Background: an optimization exercise with open tools, aiming at small area. Do not read the settings as production practice.
The RTL was checked by simulation tests, not by an equivalence proof against the original design.
Power figures rest on the tool's default switching activity, not on a simulated workload.

==> run Z <==
==> flow/design.v <==
`timescale 1ns / 1ps
module control_logic(
	input 			i_sysclk, 			 
	input 			i_sysrst, 			 
	output 			o_int_flg,			 
	output 			o_out_pin,			 
	input 			i_bus_select,		 
	input 			i_bus_wr,			 
	input 	[3:0]	i_reg_addr,			 
	input 	[15:0]	i_bus_data,			 
	output 	[15:0]	o_bus_data,			 
	output 			o_bus_ack,			 
	output 			o_prs_en,			 
	output	[7:0]	o_prs_div,			 
	input			i_prs_sclk_rise,	 
	output 			o_cnt_en,			 
	output			o_cnt_ld,			 
	output 			o_cnt_clr,			 
	output 	[15:0]	o_cnt_ld_data,		 
	input 	[15:0]	i_cnt_data,			 
	input 	[15:0]	i_cnt_next,			 
	output			o_cap_en,			 
	output			o_cap_clr,			 
	input 			i_cap_ic_flg,		 
	input 	[15:0]	i_cap_cnt_data,		 
	input 	[15:0]	i_cap_cnt_next		 
);
parameter		ADDR_TCCR 	= 4'b0001;
parameter		ADDR_TCCR2 	= 4'b0010;
parameter		ADDR_TCNT 	= 4'b0011;
parameter		ADDR_OCR 	= 4'b0100;
parameter		ADDR_ICR 	= 4'b0101;
parameter		ADDR_TCST 	= 4'b0110;
parameter		NORMAL 		= 2'b00;
parameter		COMC 		= 2'b01;
parameter		COMI 		= 2'b10;
parameter		PWM 		= 2'b11;
parameter		OCR_V 		= 4'b0001;
parameter		ICR_V 		= 4'b0010;
reg 	[15:0] 	TCCR;
reg 	[15:0] 	TCCR2;
reg 	[15:0] 	OCR;
reg 	[5:0] 	r_st;			 
reg 	[15:0] 	r_bus;			 
reg 			r_rd;			 
reg 			r_err;			 
reg 			r_wst;			 
reg 			r_ack;
reg 			r_prs_ld;
reg 			r_cnt_ld;
reg 			r_cap_clr_BUS;
wire [15:0] TCST = {(r_wst ? r_bus[15:6] : 10'b0), r_st};
wire w_wr = i_bus_select &  i_bus_wr;
wire w_rd = i_bus_select & ~i_bus_wr;
wire w_wr_tcst = w_wr & (i_reg_addr == ADDR_TCST);
reg  [15:0] w_rdata;
always @(*) begin
	case (i_reg_addr)
		ADDR_TCCR  : w_rdata = TCCR;
		ADDR_TCCR2 : w_rdata = TCCR2;
		ADDR_TCNT  : w_rdata = i_cnt_data;
		ADDR_OCR   : w_rdata = OCR;
		ADDR_ICR   : w_rdata = i_cap_cnt_data;
		ADDR_TCST  : w_rdata = TCST;
		default    : w_rdata = 16'b0;
	endcase
end
wire w_valid  = (i_reg_addr >= ADDR_TCCR) && (i_reg_addr <= ADDR_TCST);
wire w_wvalid = w_valid && (i_reg_addr != ADDR_ICR);
always @ (posedge i_sysclk)
	r_bus <= w_rd ? w_rdata : i_bus_data;
always @ (posedge i_sysclk)
begin
	if (i_sysrst)
	begin
		r_rd 			<= 0;
		r_err 			<= 0;
		r_wst 			<= 0;
		r_ack 			<= 0;
		r_prs_ld 		<= 0;
		r_cnt_ld 		<= 0;
		r_cap_clr_BUS	<= 0;
		TCCR  			<= 16'b0;
		TCCR2 			<= 16'b0;
		OCR   			<= 16'b0;
	end
	else begin
		r_rd  <= w_rd;
		r_err <= w_wr & ~w_wvalid;
		r_wst <= w_wr_tcst;
		r_ack <= i_bus_select & w_valid;
		if (w_wr) begin
			if (i_reg_addr == ADDR_TCCR)  TCCR  <= i_bus_data;
			if (i_reg_addr == ADDR_TCCR2) TCCR2 <= i_bus_data;
			if (i_reg_addr == ADDR_OCR)   OCR   <= i_bus_data;
			r_prs_ld 		<= (i_reg_addr == ADDR_TCCR2);
			r_cnt_ld 		<= (i_reg_addr == ADDR_TCNT);
			r_cap_clr_BUS 	<= (i_reg_addr == ADDR_TCST) & ~i_bus_data[4];
		end
		else if (~i_bus_select) begin
			r_prs_ld 		<= 0;
			r_cnt_ld 		<= 0;
			r_cap_clr_BUS 	<= 0;
		end
	end
end
assign o_bus_data = r_rd ? r_bus : {15'b0, r_err};
assign o_bus_ack  = r_ack;
function [15:0] sel_value;
	input [3:0]  sel;
	input [15:0] ocr;
	input [15:0] icr;
	begin
		case (sel)
			OCR_V   : sel_value = ocr;
			ICR_V   : sel_value = icr;
			4'd3    : sel_value = 16'h00FF;
			4'd4    : sel_value = 16'h01FF;
			4'd5    : sel_value = 16'h03FF;
			4'd6    : sel_value = 16'h07FF;
			4'd7    : sel_value = 16'h0FFF;
			4'd8    : sel_value = 16'h1FFF;
			4'd9    : sel_value = 16'h3FFF;
			4'd10   : sel_value = 16'h7FFF;
			default : sel_value = 16'hFFFF;
		endcase
	end
endfunction
wire [15:0] w_top_src = sel_value(TCCR2[11:8],  OCR, i_cap_cnt_data);
wire [15:0] w_pwm_src = sel_value(TCCR2[15:12], OCR, i_cap_cnt_data);
reg r_cnt_top;		 
reg r_cap_top_eq;	 
reg r_cnt_cmp;		 
reg r_cnt_lt;		 
always @(posedge i_sysclk)
begin
	r_cnt_top    <= (i_cnt_next     == w_top_src);
	r_cap_top_eq <= (i_cap_cnt_next == w_top_src);
	r_cnt_cmp    <= (i_cnt_next     == w_pwm_src);
	r_cnt_lt     <= (i_cnt_next     <  w_pwm_src);
end
reg  r_output;
reg  r_cnt_clr_WF;
reg  r_cap_clr_WF;
reg  r_CIC_CMP_FLG;
reg  r_PWM_CMP_FLG;
wire [1:0] w_mode = TCCR[9:8];
wire w_cnt_top = r_cnt_top;
wire w_cap_top = r_cap_top_eq & ~r_cap_clr_WF;
wire w_cnt_max = (&i_cnt_data);
wire w_cnt_cmp = r_cnt_cmp;
wire w_cnt_lt  = r_cnt_lt;
always @(posedge i_sysclk)
begin
	if (i_sysrst)
	begin
		r_output 		<= 0;
		r_CIC_CMP_FLG 	<= 0;
		r_PWM_CMP_FLG 	<= 0;
		r_cnt_clr_WF 	<= 0;
		r_cap_clr_WF 	<= 0;
	end
	else if (TCCR[0] && (TCCR[6] || TCCR[7]))
	begin
		case (w_mode)
			NORMAL : begin
				r_cnt_clr_WF <= 0;
				r_cap_clr_WF <= 0;
				r_output     <= w_cnt_max & i_prs_sclk_rise;
			end
			COMC : begin
				r_cap_clr_WF  <= 0;
				r_CIC_CMP_FLG <= w_cnt_top;
				r_cnt_clr_WF  <= w_cnt_top;
				if (w_cnt_top & i_prs_sclk_rise)
					r_output <= ~r_output;
			end
			COMI : begin
				r_cnt_clr_WF  <= 0;
				r_CIC_CMP_FLG <= w_cap_top;
				r_cap_clr_WF  <= w_cap_top;
				if (~w_cap_top & r_cap_clr_WF)
					r_output <= ~r_output;
			end
			PWM : begin
				r_CIC_CMP_FLG <= w_cnt_top;
				r_cnt_clr_WF  <= w_cnt_top;
				r_cap_clr_WF  <= w_cap_top;
				r_output      <= w_cnt_lt | (w_cnt_cmp & ~i_prs_sclk_rise)
				               | (w_cnt_top & i_prs_sclk_rise);
				r_PWM_CMP_FLG <= w_cnt_cmp;
			end
		endcase
		if (~TCCR[10])
			r_output <= 0;
	end
end
assign o_out_pin = (TCCR[10] & r_output) ^ TCCR[11];
reg r_CNT_OVF;
always @(posedge i_sysclk)
	r_CNT_OVF <= w_cnt_max;
wire w_CNT_OVF_FLG = r_CNT_OVF & i_prs_sclk_rise;
wire w_CIC_CMP_FLG = r_CIC_CMP_FLG & ((w_mode == COMI) ? r_cap_clr_WF :
                     (w_mode != NORMAL) & i_prs_sclk_rise);
wire w_PWM_CMP_FLG = r_PWM_CMP_FLG & i_prs_sclk_rise;
always @(posedge i_sysclk)
begin
	if (i_sysrst)
		r_st <= 6'b0;
	else if (w_wr_tcst)
		r_st <= i_bus_data[5:0];
	else
		r_st <= {(|i_cap_cnt_data) & ~r_cap_clr_BUS,
		         (TCCR[12] & (w_CIC_CMP_FLG | w_CNT_OVF_FLG)) | r_st[4],
		         (TCCR[1] & TCCR[5] & i_cap_ic_flg)  | r_st[3],
		         (TCCR[1] & TCCR[4] & w_PWM_CMP_FLG) | r_st[2],
		         (TCCR[1] & TCCR[3] & w_CIC_CMP_FLG) | r_st[1],
		         (TCCR[1] & TCCR[2] & w_CNT_OVF_FLG) | r_st[0]};
end
assign o_int_flg = |r_st[3:0];
wire w_block = r_st[4];
wire w_comi  = (w_mode == COMI);
assign o_prs_div = TCCR2[7:0];
assign o_prs_en  = TCCR[0] & TCCR[6] & ~r_prs_ld & ~(w_block & ~w_comi);
wire w_cap_clr = r_cap_clr_BUS | r_cap_clr_WF;
assign o_cap_en  = TCCR[0] & TCCR[7] & ~w_cap_clr & ~(w_block & w_comi);
assign o_cap_clr = w_cap_clr;
assign o_cnt_en      = i_prs_sclk_rise & ~r_cnt_ld;
assign o_cnt_ld      = r_cnt_ld & ~r_rd;
assign o_cnt_ld_data = r_bus;
assign o_cnt_clr     = (r_cnt_ld & r_rd) | (r_cnt_clr_WF & i_prs_sclk_rise);
endmodule
`timescale 1ns / 1ps
module prescaler(
	input 			i_sysclk, 		 
	input 			i_sysrst, 		 
	input 			i_module_en, 	 
	input 	[7:0] 	i_div, 			 
	output 			o_sclk_rise 	 
);
reg [7:0] r_cntr;
reg       r_sclk;
wire      w_hit = (r_cntr == i_div);
always @ (posedge i_sysclk)
begin
	if (i_sysrst)
		r_cntr <= 8'b0;
	else if (i_module_en)
		r_cntr <= w_hit ? 8'b0 : r_cntr + 1'b1;
end
always @ (posedge i_sysclk)
begin
	if (~i_module_en)
		r_sclk <= 1'b0;
	else if (w_hit)
		r_sclk <= ~r_sclk;
end
assign o_sclk_rise = (~r_sclk) & w_hit & i_module_en;
endmodule
`timescale 1ns / 1ps
module counter(	
	input			i_sysclk,		 
	input			i_sysrst,		 
	input			i_ld,			 
	input	[15:0]	i_ld_data,		 
	input			i_clr,			 
	input			i_cnt_en,		 
	output 	[15:0]	o_cnt_data,		 
	output 	[15:0]	o_cnt_next		 
);
reg [15:0] 	r_cnt;
reg [15:0] 	w_next;
always @ (*)
begin
	if(i_sysrst)						 
		w_next = 16'h0;
	else if(i_ld)						 
		w_next = i_ld_data;
	else if(i_clr)						 
		w_next = 16'h0;
	else if(i_cnt_en)					 
		w_next = r_cnt + 1'b1;
	else
		w_next = r_cnt;
end
always @ (posedge i_sysclk)
	r_cnt <= w_next;
assign o_cnt_data = r_cnt;
assign o_cnt_next = w_next;
endmodule
`timescale 1ns / 1ps
module input_capture(	
	input			i_sysclk,		 
	input			i_sysrst,		 
	input 			i_cap_pin,		 
	input			i_clr,			 
	input			i_cnt_en,		 
	output			o_ic_flg,		 
	output 	[15:0]	o_cnt_data, 	 
	output 	[15:0]	o_cnt_next 		 
);
reg 		r_icap_0;
reg 		r_icap_1;
reg 		r_icap_2;
always @ (posedge i_sysclk)
begin
	r_icap_0 <= i_cnt_en & i_cap_pin;
	r_icap_1 <= i_cnt_en & r_icap_0;
	r_icap_2 <= i_cnt_en & r_icap_1;
end
wire w_cap_rise = ((~r_icap_2) & r_icap_1);
reg [15:0] 	r_cnt;
reg [15:0] 	w_next;
always @ (*)
begin
	if(i_sysrst | i_clr)						 
		w_next = 16'h0;
	else if(i_cnt_en & w_cap_rise)				 
		w_next = r_cnt + 1'b1;
	else
		w_next = r_cnt;
end
always @ (posedge i_sysclk)
	r_cnt <= w_next;
reg 		r_ic_flg;
always @ (posedge i_sysclk)
begin
	if(i_sysrst)
		r_ic_flg <= 0;
	else if(i_cnt_en)
		r_ic_flg <= w_cap_rise;
end
assign o_ic_flg = r_ic_flg;
assign o_cnt_data = r_cnt;
assign o_cnt_next = w_next;
endmodule
`timescale 1ns / 1ps
module counter_if(	
	input			i_sysclk,		 
	input 			i_sysrst,		 
	input 	 		i_cap_pin,		 
	output 			o_out_pin,		 
	output 			o_int_flg,		 
	input 			i_bus_select,	 
	input 			i_bus_wr,		 
	input 	[3:0]	i_reg_addr,		 
	input 	[15:0]	i_bus_data,		 
	output 	[15:0]	o_bus_data,		 
	output 			o_bus_ack		 
);
wire 		prs_en;
wire [7:0]	prs_div;
wire 		prs_sclk_rise;
wire 		cnt_en;
wire 		cnt_ld;
wire 		cnt_clr;
wire [15:0] cnt_ld_data;
wire [15:0] cnt_data;
wire [15:0] cnt_next;
wire [15:0] cap_cnt_next;
wire 		cap_en;
wire 		cap_clr;
wire 		cap_ic_flg;
wire [15:0] cap_cnt_data;
control_logic control_logic(
	.i_sysclk(i_sysclk), 			
	.i_sysrst(i_sysrst),			
	.o_int_flg(o_int_flg),
	.o_out_pin(o_out_pin),
	.i_bus_select(i_bus_select),
	.i_bus_wr(i_bus_wr),
	.i_reg_addr(i_reg_addr),
	.i_bus_data(i_bus_data),
	.o_bus_data(o_bus_data),
	.o_bus_ack(o_bus_ack),
	.o_prs_en(prs_en),
	.o_prs_div(prs_div),
	.i_prs_sclk_rise(prs_sclk_rise),
	.o_cnt_en(cnt_en),
	.o_cnt_ld(cnt_ld),
	.o_cnt_clr(cnt_clr),
	.o_cnt_ld_data(cnt_ld_data),
	.i_cnt_data(cnt_data),
	.i_cnt_next(cnt_next),
	.o_cap_en(cap_en),
	.o_cap_clr(cap_clr),
	.i_cap_ic_flg(cap_ic_flg),
	.i_cap_cnt_data(cap_cnt_data),
	.i_cap_cnt_next(cap_cnt_next)
);
prescaler prescaler(
	.i_sysclk(i_sysclk), 			
	.i_sysrst(i_sysrst),			
	.i_module_en(prs_en),				
	.i_div(prs_div),
	.o_sclk_rise(prs_sclk_rise)
);
counter counter(	
	.i_sysclk(i_sysclk),			
	.i_sysrst(i_sysrst),			
	.i_cnt_en(cnt_en),						
	.i_ld(cnt_ld),								
	.i_clr(cnt_clr),				
	.i_ld_data(cnt_ld_data),			
	.o_cnt_data(cnt_data),
	.o_cnt_next(cnt_next)
);
input_capture input_capture(
	.i_sysclk(i_sysclk),			
	.i_sysrst(i_sysrst),			
	.i_cap_pin(i_cap_pin),					
	.i_clr(cap_clr),				
	.i_cnt_en(cap_en),					
	.o_ic_flg(cap_ic_flg),			
	.o_cnt_data(cap_cnt_data),
	.o_cnt_next(cap_cnt_next)
);
endmodule
==> flow/run.sh <==
#!/bin/bash
# synth_recipe.tcl (not shown) runs the flow's synth.tcl, then flattens the netlist and writes it again
# the make line also repeats each setting of config.mk as NAME=value (left out here)
make -C /OpenROAD-flow-scripts/flow DESIGN_CONFIG=/design/flow/config.mk WORK_HOME=/design/flow/orfs CLKGATE_MAP_FILE= SYNTH_SCRIPT=/design/flow/synth_recipe.tcl finish
==> flow/config.mk <==
export PLATFORM = sky130hd
export DESIGN_NAME = counter_if
export DESIGN_NICKNAME = counter_if
export VERILOG_FILES = /design/flow/design.v
export SDC_FILE = /design/flow/constraint.sdc
export NUM_CORES = 4
export LEC_CHECK = 0
export CAP_MARGIN = 20
export CORE_MARGIN = 2
export CORE_UTILIZATION = 40
export CTS_BUF_LIST = sky130_fd_sc_hd__clkbuf_8
export SLEW_MARGIN = 20
==> flow/constraint.sdc <==
create_clock -name core_clock -period 5.0 [get_ports {i_sysclk}]
set_input_delay 1.0000 -clock core_clock [delete_from_list [all_inputs] [get_ports {i_sysclk}]]
set_output_delay 1.0000 -clock core_clock [all_outputs]
set_load 0.01 [all_outputs]
==> inputs of run C, as changes to run Z <==
--- a/flow/design.v
+++ b/flow/design.v
@@ -228,5 +228,5 @@
 assign o_cnt_en      = i_prs_sclk_rise & ~r_cnt_ld;
-assign o_cnt_ld      = r_cnt_ld & ~r_rd;
-assign o_cnt_ld_data = r_bus;
-assign o_cnt_clr     = (r_cnt_ld & r_rd) | (r_cnt_clr_WF & i_prs_sclk_rise);
+assign o_cnt_ld      = r_cnt_ld;
+assign o_cnt_ld_data = r_rd ? 16'b0 : r_bus;
+assign o_cnt_clr     = r_cnt_clr_WF & i_prs_sclk_rise;
 endmodule
CTS_BUF_LIST = not set   (was sky130_fd_sc_hd__clkbuf_8)
==> comparison table <==
quantity	run C	run Z
Largest voltage drop on the vdd net	0.217 mV	0.150 mV
Root Buffer Master	clkbuf_16	clkbuf_8
Outcome	finished clean	finished clean
Cell area after placement	8530 um^2	8430 um^2
WL/cell	21.6 um	21.6 um
P_sw	0.722 mW	0.601 mW
Lkg Pwr	3.30 nW	3.17 nW
Top-area cell type share of the netlist area	0.309	0.314
Cell Area, Synth	7900 um^2	7780 um^2
Horizontal die dimension	145 um	143 um
Initial detailed-routing violation count	1,071	1,215
Final setup skew	9.82 ps	15.4 ps
First-pass GRT wire length	42.7 mm	42.2 mm
Largest net degree at the start of global routing	41	63
Post-place setup slack	943 ps	1200 ps
Met2 Use GR	0.395	0.390
Buf/Inv on CP	1	3
Final design instance area without fill	9100 um^2	8830 um^2
Worst setup margin	876 ps	1080 ps

what the ideal ports hide:
In the flow no input, the clock included, has a driving cell. The finished layouts below were timed again as built, in two steps. Step 1 (the two cells are an assumption about what drives the block):
set clk [get_ports {i_sysclk}]
set_driving_cell -lib_cell sky130_fd_sc_hd__clkbuf_16 $clk
set_driving_cell -lib_cell sky130_fd_sc_hd__buf_2 [delete_from_list [all_inputs] $clk]
Step 2 times the ports against the registers' clock, not the clock port: input delays grow and output delays shrink by t, the midpoint of the rising clock arrivals with the driver on. Three values: ideal, step 1, step 2; two values: the first two.
run | t, ns | slack for setup (ns) | hold slack, ns | worst setup path after step 2 | clock arrival spread, ns
run Z | 0.494 | 1.079 / 1.079 / 1.079 | 0.463 / 0.463 / 0.463 | register to register | 0.016 / 0.017
run C | 0.469 | 0.876 / 0.876 / 0.876 | 0.457 / 0.457 / 0.457 | register to register | 0.010 / 0.010
After both steps setup and hold are still met in every run listed.
